Context: an optimization exercise on an open-source flow, tuned for small area. The choices shown serve that exercise and are no tape-out recipe. In this exercise RTL edits were held to simulation tests only and were not proved equivalent to the original.

==> inputs of job 8832 <==
// uart_echo
module uart_echo (
    input  logic clk,
    input  logic rst,
    output logic uart_tx,
    input  logic uart_rx,
    output logic [7:0] seg,   
    output logic [3:0] an,    
    output logic led
);
function automatic logic [9:0] lfsr_step(input logic [9:0] c);
  lfsr_step = {c[8:0], ~(c[9] ^ c[6])};
endfunction
localparam logic [9:0] RX_FULL = 10'd0;
localparam logic [9:0] RX_HALF = 10'd258;   
localparam logic [9:0] RX_TERM = 10'd716;   
localparam logic [9:0] TX_TERM = 10'd358;   
logic rx_ff1, rx_sync;
always_ff @(posedge clk) begin
  if (rst) begin
    rx_ff1  <= 1'b1;
    rx_sync <= 1'b1;
  end else begin
    rx_ff1  <= uart_rx;
    rx_sync <= rx_ff1;
  end
end
localparam logic [3:0] S_STOP  = 4'd0;
localparam logic [3:0] S_VALID = 4'd1;
localparam logic [3:0] S_IDLE  = 4'd3;
localparam logic [3:0] S_CONF  = 4'd7;
logic [3:0] rx_state;
logic [9:0] rx_cnt;
logic [7:0] rx_data;       
logic [2:0] disp;          
wire rx_idle = (rx_state == S_IDLE) || (rx_state == S_VALID);
wire rx_tick = (rx_cnt == RX_TERM);
always_ff @(posedge clk) begin
  if (rst) begin
    rx_state <= S_IDLE;
  end else if (rx_idle) begin
    rx_state <= rx_sync ? S_IDLE : S_CONF;
  end else if (rx_tick) begin
    if (rx_state == S_CONF && rx_sync)
      rx_state <= S_IDLE;            
    else
      rx_state <= rx_state + 4'd1;
  end
end
always_ff @(posedge clk) begin
  if (rx_idle)
    rx_cnt <= RX_HALF;
  else if (rx_tick)
    rx_cnt <= RX_FULL;
  else
    rx_cnt <= lfsr_step(rx_cnt);
end
always_ff @(posedge clk) begin
  if (rx_tick && rx_state[3])
    rx_data[rx_state[2:0]] <= rx_sync;
end
always_ff @(posedge clk) begin
  if (rst)
    disp <= 3'd0;
  else if (rx_state == S_VALID)
    disp <= (rx_data[7:3] == 5'b01000) ? rx_data[2:0] : 3'd0;
end
always_comb begin
  an = 4'b1110;
  case (disp)
    3'd1:    seg = 8'b0001_0001;   
    3'd2:    seg = 8'b1100_0001;   
    3'd3:    seg = 8'b0110_0011;   
    3'd4:    seg = 8'b1000_0101;   
    3'd5:    seg = 8'b0110_0001;   
    3'd6:    seg = 8'b0111_0001;   
    3'd7:    seg = 8'b0000_1001;   
    default: seg = 8'b1111_1111;   
  endcase
end
logic [3:0] tx_state;
logic [9:0] tx_cnt;
wire tx_idle = tx_state[3] & tx_state[0];
wire tx_tick = (tx_cnt == TX_TERM);
always_ff @(posedge clk) begin
  if (rst) begin
    tx_state <= 4'd9;
    uart_tx  <= 1'b1;
  end else if (rx_state == S_VALID) begin
  ...
Settings: LEC_CHECK=0, CAP_MARGIN=20, CORE_MARGIN=2, CORE_UTILIZATION=40, SLEW_MARGIN=20; clock period 10.0 ns.
standard.sh (not shown) runs the stock make flow with config.mk's settings and CLKGATE_MAP_FILE= SYNTH_SCRIPT=/design/flow/synth_recipe.tcl, a recipe that flattens the netlist after the stock synthesis.
==> flow/flow/run.sh <==
#!/bin/bash
# The standard layout, with two changes: ports are buffered with the smallest
# buffer, and the clock tree is a single level of clkbuf_8 without dummy loads.
set -euo pipefail
bash standard.sh \
  "BUFFER_PORTS_ARGS=-buffer_cell sky130_fd_sc_hd__buf_1" \
  "CTS_ARGS=-sink_clustering_enable -repair_clock_nets -buf_list sky130_fd_sc_hd__clkbuf_8 -root_buf sky130_fd_sc_hd__clkbuf_8 -sink_clustering_size 50 -sink_clustering_max_diameter 200 -dont_use_dummy_load" \
  finish > standard.log 2>&1
==> job 4239: changes against job 8832 <==
==> flow/run.sh (new file) <==
#!/bin/bash
# synth_recipe.tcl (not shown) runs the flow's synth.tcl, then flattens the netlist and writes it again
# the make line also repeats each setting of config.mk as NAME=value (left out here)
make -C /OpenROAD-flow-scripts/flow DESIGN_CONFIG=/design/flow/config.mk WORK_HOME=/design/flow/orfs CLKGATE_MAP_FILE= SYNTH_SCRIPT=/design/flow/synth_recipe.tcl finish
removed: flow/flow/run.sh
removed: flow/standard.sh
==> flow_summary.yaml <==
run_status:
  status: "finished clean"
power_and_ir_drop:
  seq_power_share_pct: 57.4
  ir_drop_mv: 0.08429
  total_power_uw: 305.0
  switching_power_uw: 63.01
  p_leak_uw: 0.0008378
placement:
  place_hpwl_mm: 2.502
  gp_congestion: 0.8395
clocking:
  path_clk_slew_ns: 0.08
  worstSkewPairLatency_ns: 0.29
sta:
  finClkSkew_ns: 0.005932
cells_and_area:
  fin_area_mm2: 0.002096
critical_path:
  crit_arrival_ns: 1.81
  slowest_delay_ns: 0.55
(the above is from job 4239)
==> flow_summary.yaml <==
run_status:
  status: "finished clean"
placement:
  place_hpwl_mm: 2.253
  gp_congestion: 0.7859
power_and_ir_drop:
  ir_drop_mv: 0.08520
  p_leak_uw: 0.0007888
  seq_power_share_pct: 62.7
  switching_power_uw: 57.68
clocking:
  worstSkewPairLatency_ns: 0.30
  path_clk_slew_ns: 0.07
cells_and_area:
  fin_area_mm2: 0.001994
sta:
  finClkSkew_ns: 0.01569
critical_path:
  crit_arrival_ns: 1.41
(the above is from job 8832)

-- separate check: timing with driven ports --
The flow's constraints put no driver on any port. The routed layouts listed below were extracted and timed again, unchanged, in two steps. Step 1, drivers: a clkbuf_16 drives clk and a buf_2 each remaining input, both assumed. Step 2 times the ports against the registers' clock, not the clock port: input delays grow and output delays shrink by t, the midpoint of the rising clock arrivals with the driver on. a / b / c = ideal ports / drivers / drivers and shift; a / b = the first two.
| run | shift t [ns] | setup slack, ns | worst hold slack (ns) |
|---|---|---|---|
| job 8832 | 0.313 | 6.591 / 6.567 / 6.880 | 0.412 / 0.412 / 0.412 |
| job 4239 | 0.316 | 6.193 / 6.166 / 6.471 | 0.414 / 0.414 / 0.414 |
After both steps every run listed still meets setup and hold.
